This is an optimization exercise on Yosys and OpenROAD, whose aim is small area and a short achievable clock period, not a production implementation. In this exercise RTL edits were held to simulation tests only and were not proved equivalent to the original. The clock input has no modelled driver; a real chip could not lean on it and would need a root buffer or a full tree. Power and IR drop assume default switching activity.

==> flow/design.v <==
`timescale 1ns / 1ps
module FIR
#(
parameter data_in = 16,
parameter no_tap = 10
)
(
    input i_clk,
    input signed [data_in-1:0] i_serial_in ,
    input i_data_wr,
    output signed [2*data_in-1:0] o_data_out ,
    output o_data_rdy,
    input i_reset
    );
    reg [15:0] r [0:8];
    reg [15:0] hold;
    reg [25:0] acc;          
    reg        c1, c2, c3;
    reg [25:0] out;
    reg        rdy;
    reg        wr;           
    reg        ld;           
    reg  [3:0] lab;          
    reg  [3:0] k;            
    reg        e0;           
    reg        e1;           
    reg        repl;         
    reg        fls;          
    reg        zap;          
    reg sA256, sA16, sAh, sAl, sB4n, sBh, sB1;
    integer i;
    wire       wr_n  = !i_reset && i_data_wr && !wr;
    wire       wrq   = i_data_wr && !wr;                   
    wire [3:0] lab1  = (lab == 4'd8) ? 4'd0 : lab + 4'd1;
    wire [3:0] lab2  = (lab == 4'd7) ? 4'd0 : (lab == 4'd8) ? 4'd1 : lab + 4'd2;
    wire [3:0] lab_n = wr ? lab2 : lab1;
    wire [3:0] k_n   = wr ? 4'd1 : (k == 4'd11 ? 4'd11 : k + 4'd1);
    wire       e0_n  = e0 && !wr;
    wire       e1_n  = wr ? e0 : e1;
    wire       rd_n  = (k_n != 4'd0) && (k_n <= 4'd9);    
    wire       rr_n  = rd_n && !e1_n;                      
    wire [3:0] age_n = (lab_n == 4'd0) ? 4'd9 : lab_n;     
    always @(posedge i_clk) begin
        wr   <= wr_n;
        ld   <= wr_n && !e0;
        rdy  <= !i_reset && wr;
        lab  <= i_reset ? 4'd0 : lab_n;
        k    <= k_n;
        e0   <= i_reset || e0_n;
        e1   <= i_reset || e1_n;
        repl <= (lab_n == 4'd0) && (k_n >= 4'd2) && (k_n <= 4'd10);
        zap  <= e1_n && (lab_n != 4'd0);
        fls  <= (k_n == 4'd10) && !wrq;
        sA256<= rr_n && (age_n == 4'd3 || age_n == 4'd5 || age_n == 4'd9);
        sB4n <= rr_n && (age_n == 4'd3 || age_n == 4'd4 || age_n == 4'd5 ||
                         age_n == 4'd6 || age_n == 4'd9);
        sA16 <= rr_n && (age_n == 4'd4 || age_n == 4'd6);
        sB1  <= rr_n && (age_n == 4'd7);
        sAl  <= rr_n && (age_n == 4'd2 || age_n == 4'd8);
        sAh  <= rd_n && !e0_n && (age_n == 4'd1);
        sBh  <= rd_n && !e0_n && (age_n == 4'd1);
    end
    always @(posedge i_clk) begin
        r[0] <= repl ? hold : (zap ? 16'd0 : r[8]);
        for (i = 1; i < 9; i = i + 1) r[i] <= r[i-1];
        if (wr) hold <= i_serial_in;
    end
    wire [15:0] x  = r[8];
    wire [15:0] fx = {~x[15], x[14:0]};                
    wire [15:0] gx = {x[15], ~x[14:0]};                
    wire [15:0] fl = {~r[7][15], r[7][14:0]};
    wire [15:0] fh = {~hold[15], hold[14:0]};
    wire [25:0] laneA = (sA256 ? {2'd0, fx, 8'd0}  : 26'd0)
                      | (sA16  ? {6'd0, fx, 4'd0}  : 26'd0)
                      | (sAh   ? {7'd0, fh, 3'd0}  : 26'd0)
                      | (sAl   ? {10'd0, fl}       : 26'd0);
    wire [25:0] laneB = (sB4n  ? {8'd0, gx, 2'd0}  : 26'd0)
                      | (sBh   ? {9'd0, fh, 1'd0}  : 26'd0)
                      | (sB1   ? {10'd0, fx}       : 26'd0);
    wire [25:0] cinit = e0 ? 26'h3fb0000 : 26'h25f8014;
    wire [25:0] a0 = wr ? cinit : acc;
    wire [25:0] ps = a0 ^ laneA ^ laneB;
    wire [25:0] pc = {(a0[24:0] & laneA[24:0]) | (a0[24:0] & laneB[24:0]) | (laneA[24:0] & laneB[24:0]), 1'b0};
    wire        b1 = &acc[12:7];
    wire        a2 = &acc[18:14];
    wire        d1 = fls && c1 && b1;
    wire        t2 = c2 && d1;                                    
    wire        d2 = fls && a2 && ((acc[13] && (c2 || (c1 && b1))) || (c2 && c1 && b1));
    wire        t3 = c3 && d2;
    wire [7:0]  s0 = {1'b0, ps[6:0]} + {1'b0, pc[6:0]};
    wire [7:0]  s1 = {1'b0, ps[12:7], 1'b1} + {1'b0, pc[12:7], c1};
    wire [7:0]  s2 = {1'b0, ps[18:13], 1'b1} + {1'b0, pc[18:15], pc[14] | t2, pc[13], c2 ^ d1};
    wire [7:0]  s3 = {ps[25:19], 1'b1} + {pc[25:21], pc[20] | t3, pc[19], c3 ^ d2};
    always @(posedge i_clk) begin
        acc <= {s3[7:1], s2[6:1], s1[6:1], s0[6:0]};
        c1  <= s0[7] && !wrq;
        c2  <= s1[7] && !fls && !wrq;
        c3  <= s2[7] && !fls && !wrq;
        if (i_reset) out <= 26'd0;
        else if (ld) out <= acc;
    end
    assign o_data_rdy = rdy;
    assign o_data_out = {{6{out[25]}}, out};
endmodule
export LEC_CHECK = 0
export CAP_MARGIN = 20
export CORE_MARGIN = 2
export CORE_UTILIZATION = 60
export PLACE_DENSITY = 0.7
export SLEW_MARGIN = 20
create_clock -name core_clock -period 10.0 [get_ports {i_clk}]
standard.sh (not shown) runs the stock make flow with config.mk's settings and CLKGATE_MAP_FILE= SYNTH_SCRIPT=/design/flow/synth_recipe.tcl, a recipe that flattens the netlist after the stock synthesis.
==> flow/flow/run.sh <==
#!/bin/bash
# The standard layout (standard.sh: ORFS from synthesis to the routed
# layout, with the standard synthesis unchanged), with these changes to how
# the layout is made:
#  - repair_timing is asked to leave 7.1 ns of setup slack instead of 0, so it
#    keeps sizing the critical paths below the 10 ns clock;
#  - the port buffers that buffer_ports inserts are buf_2;
#  - clock tree synthesis uses a buf_16 root and buf_12 leaves in clusters of up to 25 registers,
#    inserts no dummy loads, and (flow/pre_cts.tcl) drives the leaf buffers
#    straight from the root buffer, without the H-tree level between them.
# Each tool's full output goes to ORFS's logs under orfs/logs; make's own
# output goes to make_finish.log in this folder.
set -euo pipefail
bash standard.sh SETUP_SLACK_MARGIN=7.1 \
  "BUFFER_PORTS_ARGS=-buffer_cell sky130_fd_sc_hd__buf_2" \
  "CTS_ARGS=-sink_clustering_enable -repair_clock_nets -dont_use_dummy_load -buf_list sky130_fd_sc_hd__buf_12 -root_buf sky130_fd_sc_hd__buf_16 -sink_clustering_size 25 -sink_clustering_max_diameter 70" \
  "PRE_CTS_TCL=$PWD/flow/pre_cts.tcl" \
  finish > make_finish.log 2>&1
==> flow/flow/pre_cts.tcl <==
# Wraps clock_tree_synthesis. TritonCTS builds a root buffer, one or more
# H-tree levels and leaf buffers; this connects the leaf buffers straight to
# the root buffer's output and deletes the H-tree level buffers, so every
# register's clock passes through the same two buffers (root, leaf) and the
# whole tree has less delay. No register's clock is delayed.
rename clock_tree_synthesis my_cts_orig
proc clock_tree_synthesis {args} {
  my_cts_orig {*}$args
  set block [ord::get_db_block]
  set removed 0
  foreach inst [$block getInsts] {
    set name [$inst getName]
    if {![regexp {^clkbuf_[1-9][0-9]*_[0-9]+__f_} $name]} continue
    set in_net [[$inst findITerm A] getNet]
    set out_net [[$inst findITerm X] getNet]
    foreach it [$out_net getITerms] {
      if {[$it getInst] != $inst} { $it disconnect; $it connect $in_net }
    }
    odb::dbInst_destroy $inst
    odb::dbNet_destroy $out_net
    incr removed
  }
  puts "pre_cts.tcl: removed $removed H-tree level clock buffers"
}
==> next run, changes <==
--- a/flow/flow/run.sh
+++ b/flow/flow/run.sh
@@ -8 +8 @@
-#  - clock tree synthesis uses a buf_16 root and buf_12 leaves in clusters of up to 25 registers,
+#  - clock tree synthesis uses a buf_16 root and buf_12 leaves in clusters of up to 30 registers,
@@ -16 +16 @@
-  "CTS_ARGS=-sink_clustering_enable -repair_clock_nets -dont_use_dummy_load -buf_list sky130_fd_sc_hd__buf_12 -root_buf sky130_fd_sc_hd__buf_16 -sink_clustering_size 25 -sink_clustering_max_diameter 70" \
+  "CTS_ARGS=-sink_clustering_enable -repair_clock_nets -dont_use_dummy_load -buf_list sky130_fd_sc_hd__buf_12 -root_buf sky130_fd_sc_hd__buf_16 -sink_clustering_size 30 -sink_clustering_max_diameter 80" \
CORE_UTILIZATION = 65   (was 60)
PLACE_DENSITY = 0.75   (was 0.7)
After rerunning: Global-route usage grows by 0.18 points. Wire length came out lower by 4.0%. Sequential share of layout area rises by 0.58 points. Die area goes down by 7.4%. Design area fell by 1.3%. Hold slack gains 0.052 ns. Clock skew went down by 0.015 ns. Critical path depth stays the same. Worst setup slack improved by 0.070 ns.
==> next run, changes <==
--- a/flow/flow/run.sh
+++ b/flow/flow/run.sh
@@ -8 +8 @@
-#  - clock tree synthesis uses a buf_16 root and buf_12 leaves in clusters of up to 30 registers,
+#  - clock tree synthesis uses a buf_16 root and buf_12 leaves in clusters of up to 25 registers,
@@ -16 +16 @@
-  "CTS_ARGS=-sink_clustering_enable -repair_clock_nets -dont_use_dummy_load -buf_list sky130_fd_sc_hd__buf_12 -root_buf sky130_fd_sc_hd__buf_16 -sink_clustering_size 30 -sink_clustering_max_diameter 80" \
+  "CTS_ARGS=-sink_clustering_enable -repair_clock_nets -dont_use_dummy_load -buf_list sky130_fd_sc_hd__buf_12 -root_buf sky130_fd_sc_hd__buf_16 -sink_clustering_size 25 -sink_clustering_max_diameter 70" \
After rerunning: Clock-buffer cell count grows by 2. Global-route usage grows by 0.16 points. Hold slack gets worse by 0.0066 ns. Setup slack hardly moves.
==> next run, changes <==
--- a/flow/flow/run.sh
+++ b/flow/flow/run.sh
@@ -5 +5 @@
-#  - repair_timing is asked to leave 7.1 ns of setup slack instead of 0, so it
+#  - repair_timing is asked to leave 7.15 ns of setup slack instead of 0, so it
@@ -14 +14 @@
-bash standard.sh SETUP_SLACK_MARGIN=7.1 \
+bash standard.sh SETUP_SLACK_MARGIN=7.15 \
Result:
- The new run produced a clean layout
- core utilization rises by 1.6 points
- maximum frequency falls by 0.95%
- count of clock-buffer cells in the layout is unchanged
==> next run, changes <==
--- a/flow/flow/run.sh
+++ b/flow/flow/run.sh
@@ -5 +5 @@
-#  - repair_timing is asked to leave 7.15 ns of setup slack instead of 0, so it
+#  - repair_timing is asked to leave 7 ns of setup slack instead of 0, so it
@@ -8 +8 @@
-#  - clock tree synthesis uses a buf_16 root and buf_12 leaves in clusters of up to 25 registers,
+#  - clock tree synthesis uses a buf_16 root and buf_12 leaves in clusters of up to 30 registers,
@@ -14 +14 @@
-bash standard.sh SETUP_SLACK_MARGIN=7.15 \
+bash standard.sh SETUP_SLACK_MARGIN=7 \
@@ -16 +16 @@
-  "CTS_ARGS=-sink_clustering_enable -repair_clock_nets -dont_use_dummy_load -buf_list sky130_fd_sc_hd__buf_12 -root_buf sky130_fd_sc_hd__buf_16 -sink_clustering_size 25 -sink_clustering_max_diameter 70" \
+  "CTS_ARGS=-sink_clustering_enable -repair_clock_nets -dont_use_dummy_load -buf_list sky130_fd_sc_hd__buf_12 -root_buf sky130_fd_sc_hd__buf_16 -sink_clustering_size 30 -sink_clustering_max_diameter 80" \
Final cell count goes down slightly.
Total power fell by a few percent.
Clock-buffer cell count falls by 2.
Global-route usage falls by 1.0 points.
Clock power decreases by a little under a tenth.
Hold slack improved by 0.029 ns.
Setup slack degrades by 0.042 ns.

what the ideal ports hide:
In the flow no input, the clock included, has a driving cell. The finished layouts below were timed again as built, in two steps.
Step 1 sets driving cells, clkbuf_16 on the clock port and buf_2 on the other inputs (assumed; they add their load-dependent delay and slew).
Step 2 also shifts input and output timing later by t, the mid clock arrival at the registers, as if the neighbouring blocks saw the same clock.
Slacks: ideal / step 1 / step 2; pairs: ideal / step 1.
run	shift t [ns]	slack for setup (ns)	hold slack, ns	worst data-port slew with drivers (ns)
the first run	0.392	7.082 / 7.034 / 7.119	0.265 / 0.265 / 0.265	0.03
the second run	0.391	7.152 / 7.105 / 7.206	0.317 / 0.317 / 0.317	0.03
the third run	0.400	7.152 / 7.105 / 7.230	0.310 / 0.310 / 0.310	0.03
the fourth run	0.388	7.125 / 7.080 / 7.212	0.270 / 0.270 / 0.270	0.04
the fifth run	0.388	7.083 / 7.038 / 7.138	0.300 / 0.300 / 0.300	0.03
After both steps setup and hold are still met in every run listed.
